This is an optimization exercise on Yosys and OpenROAD, whose aim is small area, not a production implementation.
Only simulation tests tie the RTL to the original design; equivalence was not proved.
The clock cells of run 1 come from the design's own scripts or RTL, not from TritonCTS.
The clock input has no modelled driver; a real chip could not lean on it and would need a root buffer or a full tree.
Power and IR drop assume default switching activity.

`flow/flow/run.sh`:
```
#!/bin/bash
# Own layout flow: the standard layout, with two changes.
#  1. Synthesis is the standard script (synth_recipe.tcl) with the combinational
#     mapping step changed: no half/full-adder extraction and an area-only ABC
#     mapping (flow/area.abc). Registers are made by the same passes as in the
#     standard synthesis, so they keep their names and cell types.
#  2. Ports are buffered with sky130_fd_sc_hd__buf_1 instead of the default.
#  3. Clock tree synthesis arguments from flow/cts_args.txt when it exists, or,
#     when flow/cts_pre.tcl exists, the clock tree that script builds.
# Each tool's output goes to a log file of its own in the work folder.
set -euo pipefail
WORK="$(cd "$(dirname "$0")/.." && pwd)"
cd "$WORK"

# synthesis script: the standard one with our mapping step
sed -e "s#@AREA_ABC@#$WORK/flow/area.abc#" flow/synth_pre.tcl > "$WORK/own_synth.tcl"
tail -n +2 synth_recipe.tcl >> "$WORK/own_synth.tcl"

# the standard make line, with our synthesis script
sed -e "s#SYNTH_SCRIPT=[^ ]*#SYNTH_SCRIPT=$WORK/own_synth.tcl#" standard.sh > own_standard.sh

bash own_standard.sh synth > "$WORK/log_synth.txt" 2>&1
if [[ -f flow/cts_args.txt ]]; then
  export CTS_ARGS="$(tr '\n' ' ' < flow/cts_args.txt)"
fi
if [[ -f flow/cts_pre.tcl ]]; then
  export PRE_CTS_TCL="$WORK/flow/cts_pre.tcl"
fi
if [[ -f flow/clkbuf_cell.txt ]]; then
  export CLKBUF_CELL="$(cat flow/clkbuf_cell.txt)"
fi
if [[ -f flow/clk_groups.txt ]]; then
  export CLK_GROUPS="$(cat flow/clk_groups.txt)"
fi
BUFFER_PORTS_ARGS="-buffer_cell sky130_fd_sc_hd__buf_1" bash own_standard.sh > "$WORK/log_layout.txt" 2>&1
test -s out/final.def
```
`flow/flow/area.abc`:
```
strash
&get -n
&dch -f
&nf -R 1000 -p -C 32 -F 8
&put
topo
```
`flow/flow/clk_groups.txt`:
```
3
```
`flow/flow/clkbuf_cell.txt`:
```
sky130_fd_sc_hd__clkbuf_8
```
`flow/flow/cts_pre.tcl`:
```
# Clock tree: the clock pins are split into CLK_GROUPS groups (k-means on their
# positions, default 3) and each group gets one buffer (CLKBUF_CELL, default
# sky130_fd_sc_hd__clkbuf_8) at its centre, driven by the clock port. This
# replaces clock_tree_synthesis for this small design; the rest of the standard
# CTS step (legalisation, timing repair) runs as usual.
proc clock_tree_synthesis { args } {
  set cell sky130_fd_sc_hd__clkbuf_8
  if { [info exists ::env(CLKBUF_CELL)] } { set cell $::env(CLKBUF_CELL) }
  set k 3
  if { [info exists ::env(CLK_GROUPS)] } { set k $::env(CLK_GROUPS) }
  set block [ord::get_db_block]
  set clk_net [$block findNet clk]
  set master [[ord::get_db] findMaster $cell]
  set sinks {}
  set xs {}
  set ys {}
  foreach it [$clk_net getITerms] {
    set box [[$it getInst] getBBox]
    lappend sinks $it
    lappend xs [expr { ([$box xMin] + [$box xMax]) / 2.0 }]
    lappend ys [expr { ([$box yMin] + [$box yMax]) / 2.0 }]
  }
  set n [llength $sinks]
  # initial centres: sinks in x order, evenly spaced
  set order [lsort -real -indices $xs]
  set cx {}
  set cy {}
  for { set g 0 } { $g < $k } { incr g } {
    set i [lindex $order [expr { int(($g + 0.5) * $n / $k) }]]
    lappend cx [lindex $xs $i]
    lappend cy [lindex $ys $i]
  }
  for { set iter 0 } { $iter < 50 } { incr iter } {
    set assign {}
    for { set i 0 } { $i < $n } { incr i } {
      set best 0
      set bd 1e30
      for { set g 0 } { $g < $k } { incr g } {
        set d [expr { abs([lindex $xs $i] - [lindex $cx $g]) + abs([lindex $ys $i] - [lindex $cy $g]) }]
        if { $d < $bd } { set bd $d; set best $g }
      }
      lappend assign $best
    }
    set ncx {}
    set ncy {}
    for { set g 0 } { $g < $k } { incr g } {
      set m 0; set ax 0.0; set ay 0.0
      for { set i 0 } { $i < $n } { incr i } {
        if { [lindex $assign $i] == $g } {
          set ax [expr { $ax + [lindex $xs $i] }]
          set ay [expr { $ay + [lindex $ys $i] }]
          incr m
        }
      }
      if { $m > 0 } {
        lappend ncx [expr { $ax / $m }]
        lappend ncy [expr { $ay / $m }]
      } else {
        lappend ncx [lindex $cx $g]
        lappend ncy [lindex $cy $g]
      }
    }
    set cx $ncx
    set cy $ncy
  }
  for { set g 0 } { $g < $k } { incr g } {
    set buf [odb::dbInst_create $block $master clkbuf_$g]
    set net [odb::dbNet_create $block clknet_$g]
    $net setSigType CLOCK
    set m 0
    for { set i 0 } { $i < $n } { incr i } {
      if { [lindex $assign $i] == $g } {
        set it [lindex $sinks $i]
        $it disconnect
        $it connect $net
        incr m
      }
    }
    [$buf findITerm A] connect $clk_net
    [$buf findITerm X] connect $net
    $buf setLocation [expr { int([lindex $cx $g]) }] [expr { int([lindex $cy $g]) }]
    $buf setPlacementStatus PLACED
    puts "clock buffer clkbuf_$g ($cell) drives $m clock pins"
  }
  set_propagated_clock [all_clocks]
}
```
`flow/flow/synth_pre.tcl`:
```
proc synth {args} { yosys synth -nofsm -noshare {*}$args }
# no half/full-adder extraction
proc extract_fa {args} { puts "extract_fa skipped" }
# area-only mapping script in place of the standard one
proc abc {args} {
  set out {}
  set skip 0
  foreach a $args {
    if { $skip } { set skip 0; continue }
    if { $a eq "-script" } { lappend out -script @AREA_ABC@; set skip 1; continue }
    if { $a eq "-D" } { set skip 1; continue }
    lappend out $a
  }
  yosys abc {*}$out
}
```
`flow/standard.sh`:
```
#!/bin/bash
# synth_recipe.tcl (not shown) runs the flow's synth.tcl, then flattens the netlist and writes it again
# the make line also repeats each setting of config.mk as NAME=value (left out here)
make -C /OpenROAD-flow-scripts/flow DESIGN_CONFIG=/design/flow/config.mk WORK_HOME=/design/flow/orfs CLKGATE_MAP_FILE= SYNTH_SCRIPT=/design/flow/synth_recipe.tcl "${@:-finish}"
```
`flow/config.mk`:
```
export PLATFORM = sky130hd
export DESIGN_NAME = pcs_8b_10b
export DESIGN_NICKNAME = pcs_8b_10b
export VERILOG_FILES = /design/flow/design.v
export SDC_FILE = /design/flow/constraint.sdc
export NUM_CORES = 4
export LEC_CHECK = 0
export CAP_MARGIN = 20
export CORE_MARGIN = 2
export CORE_UTILIZATION = 60
export GPL_TIMING_DRIVEN = 0
export PLACE_DENSITY = 0.7
export SLEW_MARGIN = 20
```
`flow/constraint.sdc`:
```
create_clock -name core_clock -period 4.0 [get_ports {clk}]
set_input_delay 0.8000 -clock core_clock [delete_from_list [all_inputs] [get_ports {clk}]]
set_output_delay 0.8000 -clock core_clock [all_outputs]
set_load 0.01 [all_outputs]
```
`flow/design.v`:
```
module pcs_8b_10b(clk, reset, tx_rd_in, tx_char_val, tx_data_in, tx_data_out, rx_rd_in, rx_char_val, rx_data_in, rx_data_out);
  input clk ;
  wire clk ;
  input reset ;
  wire reset ;
  input tx_rd_in ;
  wire tx_rd_in ;
  input tx_char_val ;
  wire tx_char_val ;
  input [7:0] tx_data_in ;
  wire [7:0] tx_data_in ;
  output [9:0] tx_data_out ;
  reg [9:0] tx_data_out ;
  input rx_rd_in ;
  wire rx_rd_in ;
  output rx_char_val ;
  input [9:0] rx_data_in ;
  wire [9:0] rx_data_in ;
  output [7:0] rx_data_out ;
  wire [1:0] e000 ;
  wire [9:0] e001 ;
  wire e002 ;
  wire e003 ;
  wire e004 ;
  wire e005 ;
  wire e006 ;
  wire e007 ;
  wire e008 ;
  wire e009 ;
  wire e010 ;
  wire e011 ;
  wire e012 ;
  wire e013 ;
  wire e014 ;
  wire e015 ;
  wire e016 ;
  wire e017 ;
  wire e018 ;
  wire e019 ;
  wire e020 ;
  wire e021 ;
  wire e022 ;
  wire e023 ;
  wire e024 ;
  wire e025 ;
  wire e026 ;
  wire e027 ;
  wire e028 ;
  wire e029 ;
  wire e030 ;
  wire e031 ;
  wire e032 ;
  wire e033 ;
  wire e034 ;
  wire e035 ;
  wire e036 ;
  wire e037 ;
  wire e038 ;
  wire e039 ;
  wire e040 ;
  wire e041 ;
  wire e042 ;
  wire e043 ;
  wire e044 ;
  wire e045 ;
  wire e046 ;
  wire e047 ;
  wire e048 ;
  wire e049 ;
  wire e050 ;
  wire e051 ;
  wire e052 ;
  wire e053 ;
  wire e054 ;
  wire e055 ;
  wire e056 ;
  wire e057 ;
  wire e058 ;
  wire e059 ;
  wire e060 ;
  wire e061 ;
  wire e062 ;
  wire e063 ;
  wire e064 ;
  wire e065 ;
  wire e066 ;
  wire e067 ;
  wire e068 ;
  wire e069 ;
  wire e070 ;
  wire e071 ;
  wire e072 ;
  wire e073 ;
  wire e074 ;
  wire e075 ;
  wire e076 ;
  wire e077 ;
  wire e078 ;
  wire e079 ;
  wire e080 ;
  wire e081 ;
  wire e082 ;
  wire e083 ;
  wire e084 ;
  wire e085 ;
  wire e086 ;
  wire e087 ;
  wire e088 ;
  wire e089 ;
  wire e090 ;
  wire e091 ;
  reg [1:0] e_hi_r ;
  wire [1:0] e_kk_r ;
  reg [3:0] e_lo_r ;
  reg e_rd_r ;
  wire in_k28 ;
  reg k28 ;
  assign e074 = ~(e053 | e037) ;
  assign e075 = ~(e074 | e052) ;
  assign e076 = ~(e041 & e030) ;
  assign e077 = ~(e076 & e075) ;
  assign e001[4] = e062 ? e077 : e075 ;
  assign e078 = e_hi_r[0] & e_hi_r[1] ;
  assign e079 = ~(e078 | tx_char_val) ;
  assign e080 = ~(e_hi_r[0] | e_hi_r[1]) ;
  assign e081 = e079 & ~(e080) ;
  assign e082 = e_rd_r & ~(e081) ;
  assign e083 = tx_char_val | ~(e_hi_r[1]) ;
  assign e084 = ~e_kk_r[0] ;
  assign e085 = ~(e052 & e084) ;
  assign e086 = tx_data_in[7] & ~(tx_char_val) ;
  assign e087 = e_hi_r[1] & k28 ;
  assign e088 = e087 | e086 ;
  assign e089 = e088 | ~(e085) ;
  assign e090 = e089 & ~(e_hi_r[0]) ;
  assign e091 = e090 | ~(e083) ;
  assign e001[2] = e091 ^ e082 ;
  assign e002 = e052 & ~(e078) ;
  assign e003 = e002 | e086 ;
  assign e004 = e080 & e053 ;
  assign e005 = e003 & ~(e004) ;
  assign e006 = e080 ? tx_char_val : e085 ;
  assign e007 = ~(e006 ^ e082) ;
  assign e001[1] = e007 ^ e005 ;
  assign e008 = e081 & ~(tx_data_in[7]) ;
  assign e001[0] = e008 | e007 ;
  assign e009 = ~(e063 & e050) ;
  assign e010 = e009 & ~(e_lo_r[0]) ;
  assign e011 = e010 | e054 ;
  assign e012 = e038 ? e_lo_r[0] : e011 ;
  assign e001[9] = e012 ^ e062 ;
  assign e013 = e083 | e_hi_r[0] ;
  assign e014 = e084 & ~(e002) ;
  assign e015 = e_hi_r[0] & ~(e014) ;
  assign e016 = e054 & ~(e015) ;
  assign e017 = e016 ^ e082 ;
  assign e001[3] = e013 & ~(e017) ;
  assign e018 = tx_data_in[2] & tx_data_in[3] ;
  assign e019 = tx_data_in[1] | ~(tx_data_in[4]) ;
  assign e020 = e019 | tx_data_in[0] ;
  assign in_k28 = e018 & ~(e020) ;
  assign e021 = tx_data_in[2] | tx_data_in[3] ;
  assign e022 = tx_data_in[5] & tx_data_in[4] ;
  assign e023 = ~(e022 & tx_data_in[6]) ;
  assign e024 = e021 & ~(e023) ;
  assign e025 = e024 | in_k28 ;
  assign e026 = ~(tx_data_in[0] & tx_data_in[1]) ;
  assign e027 = ~(e026 ^ e018) ;
  assign e028 = ~(e027 & tx_data_in[7]) ;
  assign e000[0] = e025 & ~(e028) ;
  assign e029 = ~e_rd_r ;
  assign e030 = ~(tx_char_val | tx_data_in[4]) ;
  assign e031 = e_lo_r[3] & e_lo_r[1] ;
  assign e032 = ~(e_lo_r[2] | e_lo_r[0]) ;
  assign e033 = e031 | ~(e032) ;
  assign e034 = e_lo_r[2] & e_lo_r[0] ;
  assign e035 = ~(e_lo_r[3] | e_lo_r[1]) ;
  assign e036 = e034 ? e031 : e035 ;
  assign e037 = e033 & ~(e036) ;
  assign e038 = e030 & ~(e037) ;
  assign e039 = e031 & ~(e032) ;
  assign e040 = e034 & ~(e035) ;
  assign e041 = ~(e040 | e039) ;
  assign e042 = e041 | ~(tx_data_in[4]) ;
  assign e043 = e_lo_r[1] ? e034 : e032 ;
  assign e044 = e043 | tx_char_val ;
  assign e045 = e042 & ~(e044) ;
  assign e046 = e_rd_r & ~(e045) ;
  assign e047 = e038 ? e029 : e046 ;
  assign e048 = e038 | e034 ;
  assign e049 = ~(e048 & e_lo_r[3]) ;
  assign e050 = ~e_lo_r[1] ;
  assign e051 = e050 & ~(e032) ;
  assign e052 = k28 & tx_char_val ;
  assign e053 = tx_char_val & ~(e_kk_r[0]) ;
  assign e054 = e053 | e052 ;
  assign e055 = e054 | e051 ;
  assign e056 = e049 & ~(e055) ;
  assign e001[8] = e056 ^ e047 ;
  assign e057 = e035 & e032 ;
  assign e058 = e057 | e_lo_r[2] ;
  assign e059 = e058 & ~(e053) ;
  assign e060 = e059 | e052 ;
  assign e001[7] = e060 ^ e047 ;
  assign e061 = e038 & ~(e029) ;
  assign e062 = ~(e046 | e061) ;
  assign e063 = e_lo_r[3] & ~(e_lo_r[2]) ;
  assign e064 = e063 | ~(e038) ;
  assign e065 = e_lo_r[3] & ~(e053) ;
  assign e066 = e065 & ~(e043) ;
  assign e067 = e066 | e052 ;
  assign e068 = e064 & ~(e067) ;
  assign e001[6] = e068 ^ e062 ;
  assign e069 = k28 | ~(e053) ;
  assign e070 = ~(e034 & e031) ;
  assign e071 = e070 & e030 ;
  assign e072 = e071 & ~(e057) ;
  assign e073 = e072 | ~(e069) ;
  assign e001[5] = e073 ^ e062 ;
  always @(posedge clk)
      e_lo_r[0] <= tx_data_in[0] ;
  always @(posedge clk)
      e_lo_r[1] <= tx_data_in[1] ;
  always @(posedge clk)
      e_lo_r[2] <= tx_data_in[2] ;
  always @(posedge clk)
      e_lo_r[3] <= tx_data_in[3] ;
  always @(posedge clk)
      e_hi_r[0] <= tx_data_in[5] ;
  always @(posedge clk)
      e_hi_r[1] <= tx_data_in[6] ;
  always @(posedge clk)
      e_rd_r <= tx_rd_in ;
  reg e_kk_r_reg_0 ;
  always @(posedge clk)
      e_kk_r_reg_0  <= e000[0] ;
  assign e_kk_r[0] = e_kk_r_reg_0 ;
  always @(posedge clk)
      k28 <= in_k28 ;
  always @(posedge clk)
      tx_data_out[0] <= e001[0] ;
  always @(posedge clk)
      tx_data_out[1] <= e001[1] ;
  always @(posedge clk)
      tx_data_out[2] <= e001[2] ;
  always @(posedge clk)
      tx_data_out[3] <= e001[3] ;
  always @(posedge clk)
      tx_data_out[4] <= e001[4] ;
  always @(posedge clk)
      tx_data_out[5] <= e001[5] ;
  always @(posedge clk)
      tx_data_out[6] <= e001[6] ;
  always @(posedge clk)
      tx_data_out[7] <= e001[7] ;
  always @(posedge clk)
      tx_data_out[8] <= e001[8] ;
  always @(posedge clk)
      tx_data_out[9] <= e001[9] ;
  assign e000[1] = in_k28 ;
  assign e_kk_r[1] = k28 ;
  reg rx_char_val ;
  reg [7:0] rx_data_out ;
  wire [7:0] d000 ;
  wire [8:0] d001 ;
  wire d002 ;
  wire d003 ;
  wire d004 ;
  wire d005 ;
  wire d006 ;
  wire d007 ;
  wire d008 ;
  wire d009 ;
  wire d010 ;
  wire d011 ;
  wire d012 ;
  wire d013 ;
  wire d014 ;
  wire d015 ;
  wire d016 ;
  wire d017 ;
  wire d018 ;
  wire d019 ;
  wire d020 ;
  wire d021 ;
  wire d022 ;
  wire d023 ;
  wire d024 ;
  wire d025 ;
  wire d026 ;
  wire d027 ;
  wire d028 ;
  wire d029 ;
  wire d030 ;
  wire d031 ;
  wire d032 ;
  wire d033 ;
  wire d034 ;
  wire d035 ;
  wire d036 ;
  wire d037 ;
  wire d038 ;
  wire d039 ;
  wire d040 ;
  wire d041 ;
  wire d042 ;
  wire d043 ;
  wire d044 ;
  wire d045 ;
  wire d046 ;
  wire d047 ;
  wire d048 ;
  wire d049 ;
  wire d050 ;
  wire d051 ;
  wire d052 ;
  wire d053 ;
  wire d054 ;
  wire d055 ;
  wire d056 ;
  wire d057 ;
  wire d058 ;
  wire d059 ;
  wire d060 ;
  wire d061 ;
  wire d062 ;
  wire d063 ;
  wire d064 ;
  wire d065 ;
  wire d066 ;
  wire d067 ;
  wire d068 ;
  wire d069 ;
  wire d070 ;
  wire d071 ;
  wire d072 ;
  wire d073 ;
  wire d074 ;
  wire d075 ;
  wire d076 ;
  wire d077 ;
  wire d078 ;
  wire d079 ;
  wire d080 ;
  wire d081 ;
  wire d082 ;
  wire d083 ;
  wire d084 ;
  wire d085 ;
  wire d086 ;
  wire d087 ;
  wire d088 ;
  wire d089 ;
  wire d090 ;
  wire d091 ;
  wire d092 ;
  wire d093 ;
  wire d094 ;
  wire d095 ;
  wire d096 ;
  wire d097 ;
  wire d098 ;
  wire d099 ;
  wire d100 ;
  wire d101 ;
  wire [4:0] d5 ;
  reg [7:0] dec_r ;
  wire kc ;
  reg [8:0] sel_r ;
  assign d043 = rx_data_in[5] | rx_data_in[4] ;
  assign d044 = rx_data_in[5] & rx_data_in[4] ;
  assign d045 = d043 & ~(d044) ;
  assign d046 = ~rx_data_in[4] ;
  assign d047 = rx_data_in[7] & ~(rx_rd_in) ;
  assign d048 = rx_rd_in & ~(rx_data_in[7]) ;
  assign d049 = d046 ? d047 : d048 ;
  assign d050 = ~(rx_data_in[6] | rx_rd_in) ;
  assign d051 = rx_data_in[6] & rx_rd_in ;
  assign d052 = rx_data_in[5] ? d050 : d051 ;
  assign d053 = d052 | d049 ;
  assign d054 = rx_data_in[7] & rx_data_in[6] ;
  assign d055 = ~(rx_data_in[7] | rx_data_in[6]) ;
  assign d056 = d055 | d054 ;
  assign d057 = d045 & ~(d056) ;
  assign d058 = d057 | d053 ;
  assign d059 = d045 & ~(d058) ;
  assign d060 = d046 ? d054 : d055 ;
  assign d061 = d060 | d045 ;
  assign d062 = d053 & ~(d061) ;
  assign d063 = ~(rx_data_in[9] | rx_data_in[8]) ;
  assign d064 = rx_data_in[9] & rx_data_in[8] ;
  assign d065 = ~(d064 | d063) ;
  assign d066 = ~d065 ;
  assign d067 = d066 | d062 ;
  assign d068 = d067 | d059 ;
  assign d069 = d046 & ~(d054) ;
  assign d070 = ~(d063 | d055) ;
  assign d071 = d070 & ~(d069) ;
  assign d072 = d055 | d046 ;
  assign d073 = d064 | d054 ;
  assign d074 = d072 & ~(d073) ;
  assign d075 = d074 | d071 ;
  assign d076 = ~(d051 | d050) ;
  assign d077 = d076 | ~(d045) ;
  assign d078 = ~(d056 | d052) ;
  assign d079 = d077 & ~(d078) ;
  assign d080 = ~(d079 | d075) ;
  assign d081 = ~(rx_data_in[9] ^ rx_rd_in) ;
  assign d082 = d065 & ~(d081) ;
  assign d083 = d082 | d080 ;
  assign d084 = d061 | ~(d056) ;
  assign d085 = d084 & ~(d083) ;
  assign d5[1] = d068 ? d083 : d085 ;
  assign d086 = rx_data_in[8] & rx_data_in[6] ;
  assign d087 = ~(rx_data_in[8] | rx_data_in[6]) ;
  assign d088 = d087 | d086 ;
  assign d089 = d061 & ~(d088) ;
  assign d5[3] = d5[1] ? d088 : d089 ;
  assign d090 = d086 | d043 ;
  assign d091 = ~(rx_data_in[9] ^ rx_data_in[7]) ;
  assign d092 = d044 & ~(d087) ;
  assign d093 = d092 | d091 ;
  assign d094 = d090 & ~(d093) ;
  assign d095 = d066 | d058 ;
  assign d5[0] = d095 ? d083 : d085 ;
  assign d5[2] = d5[0] ^ d094 ;
  assign d096 = d058 & ~(d075) ;
  assign d097 = d046 & ~(d047) ;
  assign d098 = rx_data_in[4] & ~(d048) ;
  assign d099 = rx_data_in[6] ? d098 : d097 ;
  assign d100 = d065 & ~(d099) ;
  assign d101 = d100 | d096 ;
  assign d002 = d047 & ~(d063) ;
  assign d003 = d048 & ~(d064) ;
  assign d004 = rx_data_in[5] ? d003 : d002 ;
  assign d5[4] = d101 & ~(d004) ;
  assign d005 = ~rx_data_in[0] ;
  assign d006 = rx_data_in[2] | rx_data_in[1] ;
  assign d007 = d005 & ~(d006) ;
  assign d008 = ~(d007 & d070) ;
  assign d009 = ~rx_data_in[2] ;
  assign d010 = ~(rx_data_in[1] & rx_data_in[0]) ;
  assign d011 = d010 | d009 ;
  assign d012 = d011 | d070 ;
  assign d013 = d073 ? d008 : d012 ;
  assign d014 = d5[4] & ~(d013) ;
  assign d015 = ~(d084 | d075) ;
  assign d016 = ~(d048 | d047) ;
  assign d017 = d015 & ~(d016) ;
  assign d018 = ~(d017 | d014) ;
  assign d019 = ~(rx_data_in[3] ^ rx_data_in[2]) ;
  assign d020 = rx_data_in[1] ^ rx_data_in[0] ;
  assign d021 = ~(d020 | d019) ;
  assign d022 = ~(rx_data_in[0] ^ rx_rd_in) ;
  assign d023 = d021 & ~(d022) ;
  assign d024 = rx_data_in[2] ^ rx_data_in[1] ;
  assign d025 = rx_data_in[3] ^ rx_rd_in ;
  assign d026 = d024 & ~(d025) ;
  assign d027 = d019 & ~(d026) ;
  assign d028 = d027 | d023 ;
  assign kc = ~(d028 | d018) ;
  assign d029 = d024 & ~(d020) ;
  assign d030 = d022 & ~(d029) ;
  assign d001[7] = kc ? d030 : dec_r[7] ;
  assign d031 = d024 ^ d022 ;
  assign d001[6] = kc ? d031 : dec_r[6] ;
  assign d032 = d005 ? d009 : rx_data_in[3] ;
  assign d033 = d019 & ~(d032) ;
  assign d034 = d033 | d025 ;
  assign d001[5] = kc ? d034 : dec_r[5] ;
  assign d001[4] = kc | dec_r[4] ;
  assign d001[3] = kc ? d076 : dec_r[3] ;
  assign d035 = ~d016 ;
  assign d001[2] = kc ? d035 : dec_r[2] ;
  assign d001[1] = kc ? d5[1] : dec_r[1] ;
  assign d001[0] = kc ? d5[0] : dec_r[0] ;
  assign d036 = d015 ? rx_data_in[6] : rx_rd_in ;
  assign d037 = ~(d032 | d021) ;
  assign d038 = rx_data_in[2] | ~(rx_data_in[3]) ;
  assign d039 = d020 & ~(d038) ;
  assign d040 = d039 | d033 ;
  assign d000[6] = d036 ? d040 : d037 ;
  assign d000[5] = d036 ? d037 : d040 ;
  assign d041 = d036 ^ rx_data_in[1] ;
  assign d042 = ~(d041 | d019) ;
  assign d000[7] = d020 & ~(d042) ;
  always @(posedge clk)
      dec_r[0] <= d5[0] ;
  always @(posedge clk)
      dec_r[1] <= d5[1] ;
  always @(posedge clk)
      dec_r[2] <= d5[2] ;
  always @(posedge clk)
      dec_r[3] <= d5[3] ;
  always @(posedge clk)
      dec_r[4] <= d5[4] ;
  always @(posedge clk)
      dec_r[5] <= d000[5] ;
  always @(posedge clk)
      dec_r[6] <= d000[6] ;
  always @(posedge clk)
      dec_r[7] <= d000[7] ;
  always @(posedge clk)
      sel_r[0] <= d001[0] ;
  always @(posedge clk)
      sel_r[1] <= d001[1] ;
  always @(posedge clk)
      sel_r[2] <= d001[2] ;
  always @(posedge clk)
      sel_r[3] <= d001[3] ;
  always @(posedge clk)
      sel_r[4] <= d001[4] ;
  always @(posedge clk)
      sel_r[5] <= d001[5] ;
  always @(posedge clk)
      sel_r[6] <= d001[6] ;
  always @(posedge clk)
      sel_r[7] <= d001[7] ;
  always @(posedge clk)
      sel_r[8] <= kc ;
  always @(posedge clk)
      rx_data_out[0] <= sel_r[0] ;
  always @(posedge clk)
      rx_data_out[1] <= sel_r[1] ;
  always @(posedge clk)
      rx_data_out[2] <= sel_r[2] ;
  always @(posedge clk)
      rx_data_out[3] <= sel_r[3] ;
  always @(posedge clk)
      rx_data_out[4] <= sel_r[4] ;
  always @(posedge clk)
      rx_data_out[5] <= sel_r[5] ;
  always @(posedge clk)
      rx_data_out[6] <= sel_r[6] ;
  always @(posedge clk)
      rx_data_out[7] <= sel_r[7] ;
  always @(posedge clk)
      rx_char_val <= sel_r[8] ;
  assign d000[4:0] = d5 ;
  assign d001[8] = kc ;
endmodule
```
==> results by group, run 1 <==
Status
  • Status: timing/DRC/antenna clean

Logic synthesis
  • Register area share after synthesis: 47.4%
  • Synth Flop Type: dfxtp_1
  • Ys Warns: 1
  • Synthesized area: between 1500 and 2000 um^2
  • EDFF count, synth: 0
  • Syn Nets: ~230
  • Synth area leader: dfxtp_1
  • Top cells by area, synth: dfxtp_1, xor2_1, o21ai_0
  • Synthesized flop and latch total: 45
  • Yosys top cell area share: ~47%
  • Count of cell types in the netlist: 37
  • Post-synthesis async set-or-reset flop share: 0%
  • Post-synthesis instance total: approximately 200
  • Synth Area per Inst: 9.32 um^2

Placed design
  • RD Place Congestion: roughly 0.94
  • IO buf count: 40
  • Post-DP Area: 2110 um^2
  • Post-DP HPWL: approximately 2.8 mm

STA
  • Slew margin rel.: between 50% and 60%
  • Setup_tns: 0 ns
  • Clk_skew: around 0.025 ns
  • Final period util: roughly 80%
  • Fin. Hold Viols: 0
  • Setup-failing EPs final: 0
  • Worst slew pin tran: between 0.7 and 0.8 ns
  • Max Clk Rate: 314 MHz
  • Fin crit period: ~3.2 ns
  • RSZ-0062 raised after global routing: false
  • Final slew viol count: 0

Global route
  • GRT Overall Usage: about a fifth
  • Largest net degree at the start of global routing: 21
  • Global route overflow: 0
  • Initial antenna violation count: 0
  • Number of global-route vias before repair: roughly 1.4k
  • Global-route wire length before repair: ~6 mm

Cells and area
  • Area growth syn-to-layout: 13.0%
  • Layout fillers: 260
  • # diodes: 0
  • Sequential Area: around 900 um^2
  • Fin area: between 2000 and 2500 um^2
  • Fin nets: between 200 and 300
  • Multi-input logic area: just under 1000 um^2
  • Share of cells above drive strength 1: around 1.2%

Clock network
  • Clock Pin Slew Worst Setup and Hold Paths: between 0.1 and 0.15 ns
  • Resized cells post-CTS: 0
  • # hold bufs at CTS: 0
  • Post-CTS setup buffers: 0
  • Clock latency at the later pin of the worst-skew pair: around 0.16 ns

Detailed routing
  • DRT Pass-1 Iters: 5
  • Via count: about 1.6k
  • Post-route ant nets: 0
  • Routed Wire Length: around 3.6 mm
  • WL met3: about 190 um
  • Metal1 wirelength: approximately 1.5 mm
  • Wire length on met2: 1.91 mm
  • 1st-iter DRT viols: 109
  • Drt drc: 0
  • DR WL/cell: ~12 um
  • Top Layer Used: met4
  • Via density: 5.56

Power
  • Peak VDD IR: 0.000277 V
  • Power per cell area: between 400 and 500 nW/um^2
  • Lkg Pwr: ~0.85 nW

Worst setup path
  • Crit. End Element: flip-flop
  • Crit path DAT: approximately 3.2 ns
  • Worst path required time: 4.03 ns
  • Crit path kind: in2reg
  • Crit start category: input pin
  • R2r setup slk: 1.91 ns
  • Crit Path Max Fanout: 14

Floorplanning
  • Core Box Area: between 3000 and 4000 um^2
  • Die X: ~60 um
  • Starting Density: 62.8%
  • Die Span Y: about 60 um
  • FP Rows: 20
  • Number of primary I/O pins: 42
  • Die Footprint: between 3000 and 4000 um^2

Run
  • Max-cap violations: 0

Min path
  • Hold WC Path Type: reg2reg
-- worst max-delay path, stage by stage --
cell and delay, ns:
buf_1 0.44, nand2_1 0.12, o21ai_0 0.23, nor2_1 0.08, o21ai_0 0.14, nand2_1 0.10, a221oi_1 0.32, a22oi_1 0.13
a221o_1 0.47, mux2_1 0.37
-- registers in the layout, summed over array words and instances (netlist names) --
signal,cells
tx_data_out,10
sel_r,9
rx_data_out,8
dec_r,8
e_lo_r,4
e_rd_r,1
e_hi_r,2
k28,1
rx_char_val,1
e_kk_r_reg_0,1
-- cell type report --
cell class	instances	area share, %
plain buffers	3	1.92
inverters	4	0.699
multi-input cells	155	45.9
flip-flops and latches	45	41.9
well taps	44	2.56
repair buffers	40	6.99
-- cells in the final DEF, fill, tap and decap left out, drive strengths merged --
| cell | instances |
|---|---|
| a21o | 2 |
| o211ai | 1 |
| xor2 | 16 |
| nand2 | 23 |
| o311ai | 1 |
| nor4b | 1 |
| a22oi | 3 |
| dfxtp | 45 |
| clkinv | 4 |
| o21ai | 19 |
| o211a | 1 |
| a21boi | 1 |
| and2 | 1 |
| o221ai | 2 |
| clkbuf | 3 |
| o2111ai | 1 |
| a211oi | 2 |
| nor2 | 16 |
| or4 | 1 |
| nor2b | 6 |
| mux2i | 6 |
| o22ai | 3 |
| mux2 | 4 |
| nand3 | 3 |
| a21oi | 14 |
| a211o | 3 |
| nand2b | 5 |
| o31a | 1 |
| nor3 | 1 |
| and3 | 1 |
| a31oi | 1 |
| a221o | 1 |
| nor4 | 1 |
| o32ai | 1 |
| nor3b | 2 |
| o2111a | 1 |
| a221oi | 1 |
| xnor2 | 9 |
| buf | 40 |
-- through the flow --
step	std cells	setup slack [ns]	util [%]	total power [mW]	hold WS (ns)
floorplan	204	1.38	-	0.680	0.310
detailed placement	288	0.692	69.6	0.750	0.314
CTS	291	0.832	71.0	0.921	0.314
global placement	288	0.680	69.6	0.740	0.310
finish	291	0.819	71.0	0.914	0.315
global route	291	0.488	71.0	0.969	0.320
-- worst paths after layout --
check | end | start | cells past startpoint
setup / recovery | sel_r[3]$_DFF_P_ | rx_data_in[6] | 10
hold reg to reg | rx_data_out[5]$_DFF_P_ | sel_r[5]$_DFF_P_ | 0
setup reg to reg | tx_data_out[4]$_DFF_P_ | e_lo_r[0]$_DFF_P_ | 7
hold / removal | rx_data_out[5]$_DFF_P_ | sel_r[5]$_DFF_P_ | 0
-- power breakdown --
part	internal [mW]	total, mW	leakage [nW]	switching [mW]
Clock	0.0692	0.175	0.0216	0.106
Combinational	0.0767	0.191	0.455	0.114
Sequential	0.525	0.547	0.378	0.0220
-- kinds of logic after synthesis --
family	after synthesis	synth area share, %
buf+inv	4	0.789
flops	45	47.4
compound gates	59	19.8
simple gates	61	15.0
mux	10	5.53
xor+xnor	25	11.5
-- synthesized netlist by cell type, types with 4 or more instances --
library cell / instances
mux2i_1: 6
nor2_1: 16
nor2b_1: 6
xnor2_1: 9
a21oi_1: 14
nand2_1: 23
nand2b_1: 5
mux2_1: 4
o21ai_0: 19
clkinv_1: 4
dfxtp_1: 45
xor2_1: 16
-- layer usage --
layer	track usage, %	vias to the layer above
met2	39.8	51
li1	-	817
met3	1.30	7
met4	3.81	0
met5	0	-
met1	23.3	744
==> run 2: changes to the inputs <==
--- a/flow/flow/run.sh
+++ b/flow/flow/run.sh
@@ -7,4 +7,3 @@
 #  2. Ports are buffered with sky130_fd_sc_hd__buf_1 instead of the default.
-#  3. Clock tree synthesis arguments from flow/cts_args.txt when it exists, or,
-#     when flow/cts_pre.tcl exists, the clock tree that script builds.
+#  3. Clock tree synthesis arguments from flow/cts_args.txt when it exists.
 # Each tool's output goes to a log file of its own in the work folder.
@@ -25,11 +24,2 @@
 fi
-if [[ -f flow/cts_pre.tcl ]]; then
-  export PRE_CTS_TCL="$WORK/flow/cts_pre.tcl"
-fi
-if [[ -f flow/clkbuf_cell.txt ]]; then
-  export CLKBUF_CELL="$(cat flow/clkbuf_cell.txt)"
-fi
-if [[ -f flow/clk_groups.txt ]]; then
-  export CLK_GROUPS="$(cat flow/clk_groups.txt)"
-fi
 BUFFER_PORTS_ARGS="-buffer_cell sky130_fd_sc_hd__buf_1" bash own_standard.sh > "$WORK/log_layout.txt" 2>&1
==> flow/flow/cts_args.txt (new file) <==
-sink_clustering_enable -repair_clock_nets -dont_use_dummy_load -buf_list sky130_fd_sc_hd__clkbuf_8 -root_buf sky130_fd_sc_hd__clkbuf_8
removed: flow/flow/clk_groups.txt
removed: flow/flow/clkbuf_cell.txt
removed: flow/flow/cts_pre.tcl
==> results by group, run 2 <==
Status
  • Status: timing/DRC/antenna clean

STA
  • Final hold slack: 0.324 ns (+0.00870 ns)
  • Fin crit period: 3.03 ns (-0.148 ns)
  • Clk_skew: 0.00867 ns (-0.0165 ns)
  • Fin. Hold Viols: 0 (unchanged)
  • RSZ-0062 raised after global routing: false
  • Setup WS post-layout: 0.967 ns (+0.148 ns)
  • Setup-failing EPs final: 0 (unchanged)
  • Max Clk Rate: 330 MHz (+4.9%)
  • Setup_tns: 0 ns (unchanged)
  • Final period util: 75.8% (-3.7 points)
  • Final slew viol count: 0 (unchanged)
  • Slew margin rel.: 52.8% (+0.66 points)
  • Worst slew pin tran: 0.700 ns (-0.00984 ns)

Worst setup path
  • CP max stage cell: a221o_1
  • CP peak stage delay: 0.47 ns (about the same)
  • Worst-path cell chain: buf_1, nand2_1, o21ai_0, nor2_1, o21ai_0, nand2_1, a221oi_1, a22oi_1, a221o_1, mux2_1
  • Crit start category: input pin
  • Crit path DAT: 3.21 ns (about the same)
  • Bufs and invs on worst path: 1 (unchanged)
  • CP delay by family, top: compound AO/OA/AOI/OAI gates
  • Crit path kind: in2reg
  • Worst path required time: 4.18 ns (+0.15 ns)
  • Crit. End Element: flip-flop
  • Crit Path Max Fanout: 14 (unchanged)

Logic synthesis
  • Register area share after synthesis: 47.4% (unchanged)
  • Ys Warns: 1 (unchanged)
  • Synth area leader: dfxtp_1
  • Post-synthesis async set-or-reset flop share: 0% (unchanged)
  • Commonest cells in the synthesized netlist: dfxtp_1, nand2_1, o21ai_0
  • Synth Flop Type: dfxtp_1
  • Syn Nets: 227 (unchanged)
  • Yosys top cell area share: 47.4% (unchanged)
  • Most frequent cell after synthesis: dfxtp_1
  • Top cells by area, synth: dfxtp_1, xor2_1, o21ai_0
  • Synthesized area: 1900 um^2 (unchanged)
  • Post-synthesis instance total: 204 (unchanged)
  • EDFF count, synth: 0 (unchanged)
  • Count of cell types in the netlist: 37 (unchanged)
  • Synthesized flop and latch total: 45 (unchanged)
  • Synth Area per Inst: 9.32 um^2 (unchanged)

Floorplanning
  • Die Footprint: 3640 um^2 (unchanged)
  • Number of primary I/O pins: 42 (unchanged)
  • Die X: 60.3 um (unchanged)
  • Die Span Y: 60.3 um (unchanged)
  • Core Box Area: 3030 um^2 (unchanged)
  • FP Rows: 20 (unchanged)
  • Starting Density: 62.8% (unchanged)

Clock network
  • # hold bufs at CTS: 0 (unchanged)
  • H-tree Lvls: 2
  • Clock latency at the later pin of the worst-skew pair: 0.29 ns (+0.13 ns)
  • Clk buf depth: 2
  • CTS tree: done
  • Root buf cell: clkbuf_8
  • Clock Pin Slew Worst Setup and Hold Paths: 0.08 ns (-0.03 ns)
  • CTS Buf Count: 5
  • Clock sinks: between 40 and 50
  • Post-CTS setup buffers: 0 (unchanged)
  • Resized cells post-CTS: 0 (unchanged)

Detailed routing
  • 1st-iter DRT viols: 110 (+0.92%)
  • Via density: 5.64 (+1.3%)
  • DRT Pass-1 Iters: 4 (-1)
  • Routed Wire Length: 3.67 mm (+2.0%)
  • Post-route ant nets: 0 (unchanged)
  • DR WL/cell: 12.5 um (+1.3%)
  • Drt drc: 0 (unchanged)
  • Via count: 1652 (+2.0%)

Cells and area
  • Most flops, register: tx_data_out
  • Max reg flops: 10 (unchanged)
  • Area growth syn-to-layout: 14.4%
  • Layout fillers: 262 (+0.77%)
  • Fin nets: 274 (+0.74%)
  • Share of cells above drive strength 1: 2.01% (+0.79 points)
  • Largest registers: tx_data_out: 10 flops, sel_r: 9 flops
  • # diodes: 0 (unchanged)
  • Most common cell after layout, fill and taps aside: dfxtp_1
  • Most frequent cells in the layout: dfxtp_1, buf_1, nand2_1, o21ai_0

Placed design
  • Worst slack at placement: 0.692 ns (unchanged)
  • IO buf count: 40 (unchanged)
  • Post-DP HPWL: 2.75 mm (unchanged)
  • RD Place Congestion: 0.938 (unchanged)

Power
  • P_int: 0.715 mW (+6.5%)
  • Power per cell area: 453 nW/um^2 (+6.4%)
  • Clock Power Share: 25.0% (+5.8 points)
  • Peak VDD IR: 0.000277 V (-0.11%)
  • Reg power frac: 55.6% (-4.3 points)
  • Switch share: 27.4% (+0.89 points)
  • NetSw: 0.270 mW (+11%)
  • Comb pwr share: 19.4% (-1.5 points)
  • Total power: 0.985 mW (+7.8%)
  • Lkg Pwr: 0.869 nW (+1.7%)

Global route
  • GRT Overall Usage: 22.4% (+2.4 points)
  • Largest net degree at the start of global routing: 15 (-29%)
  • Global-route wire length before repair: 6.00 mm (+2.7%)
  • Number of global-route vias before repair: 1448 (+0.56%)
  • Initial antenna violation count: 0 (unchanged)
  • Global route overflow: 0 (unchanged)

Min path
  • Hold WC Path Type: reg2reg

Run
  • Max-cap violations: 0 (unchanged)
==> run 2: cells by family (layout without fill, tap and decap cells) <==
family,count (synthesis),in the layout,synth area share [%]
buffers and inverters,4,49,0.789
AO/OA/AOI/OAI,59,59,19.8
XOR/XNOR,25,25,11.5
flip-flops,45,45,47.4
AND/OR/NAND/NOR,61,61,15.0
multiplexers,10,10,5.53
==> run 2: power by group through the flow <==
stage	clock network [mW]	logic, mW	registers, mW
after floorplan	0	0.106	0.574
after global routing	0.272	0.216	0.555
after global placement	0	0.185	0.555
after detailed placement	0	0.191	0.559
final	0.246	0.191	0.547
after CTS	0.250	0.192	0.548
==> run 2: worst paths after layout <==
| check | slack (ns) | depth (start not counted) | start | endpoint |
|---|---|---|---|---|
| worst min-delay path | 0.32 | 0 | sel_r[7]$_DFF_P_ | rx_data_out[7]$_DFF_P_ |
| worst max register to register | 1.90 | 7 | e_lo_r[0]$_DFF_P_ | tx_data_out[4]$_DFF_P_ |
| worst max-delay path | 0.97 | 10 | rx_data_in[6] | sel_r[2]$_DFF_P_ |
| worst min register to register | 0.32 | 0 | sel_r[7]$_DFF_P_ | rx_data_out[7]$_DFF_P_ |
==> run 2: stage by stage <==
stage / cell area (um^2) / instances / utilization [%]
after floorplan: 1900 / 204 / -
after global placement: 2110 / 288 / 69.6
after detailed placement: 2110 / 288 / 69.6
after CTS: 2180 / 293 / 71.9
after global routing: 2180 / 293 / 71.9
final: 2180 / 293 / 71.9
==> run 2: final cells by class <==
cell class,instances,area (um^2),area share (%)
multi-input cells,155,986,45.3
flip-flops and latches,45,901,41.4
repair buffers,40,150,6.90
clock buffers,5,68.8,3.16
well taps,44,55.1,2.53
inverters,4,15.0,0.690
==> run 2: worst register-to-register path, cell delays in order, from the launching register on <==
cell and delay [ns]:
dfxtp_1 0.36, nand2_1 0.16, and2_0 0.18, o21ai_0 0.11, o21ai_0 0.13, nand2_1 0.21, o21ai_0 0.61, o21ai_0 0.18
==> run 2: metal layers <==
layer	wire length [um]	vias to the layer above	GRT usage, %
met2	1860	63	39.1
met3	245	12	7.14
met4	110	0	10.5
met5	0	-	0
li1	-	821	-
met1	1450	756	24.5

==> static timing again, ports no longer ideal <==
The flow's constraints put no driver on any port. The routed layouts listed below were extracted and timed again, unchanged, in two steps.
Step 1, drivers: a clkbuf_16 drives clk and a buf_2 each remaining input, both assumed.
Step 2 adds t to the input delays and takes it off the output delays; t is the mean of the earliest and latest rising clock arrival at the registers after step 1. Input paths then give back, and output paths get back, about the clock's delay inside the block.
a / b / c = ideal ports / drivers / drivers and shift; a / b = the first two.
| run | t, ns | setup WS [ns] | clock arrival spread, ns |
|---|---|---|---|
| run 1 | 0.196 | 0.819 / 0.844 / 0.648 | 0.027 / 0.027 |
| run 2 | 0.315 | 0.967 / 0.972 / 0.657 | 0.009 / 0.008 |
After both steps every run listed still meets setup and hold. For run 2, which loses most, drivers alone change the setup slack by +0.005 ns; drivers and shift together by -0.310 ns.
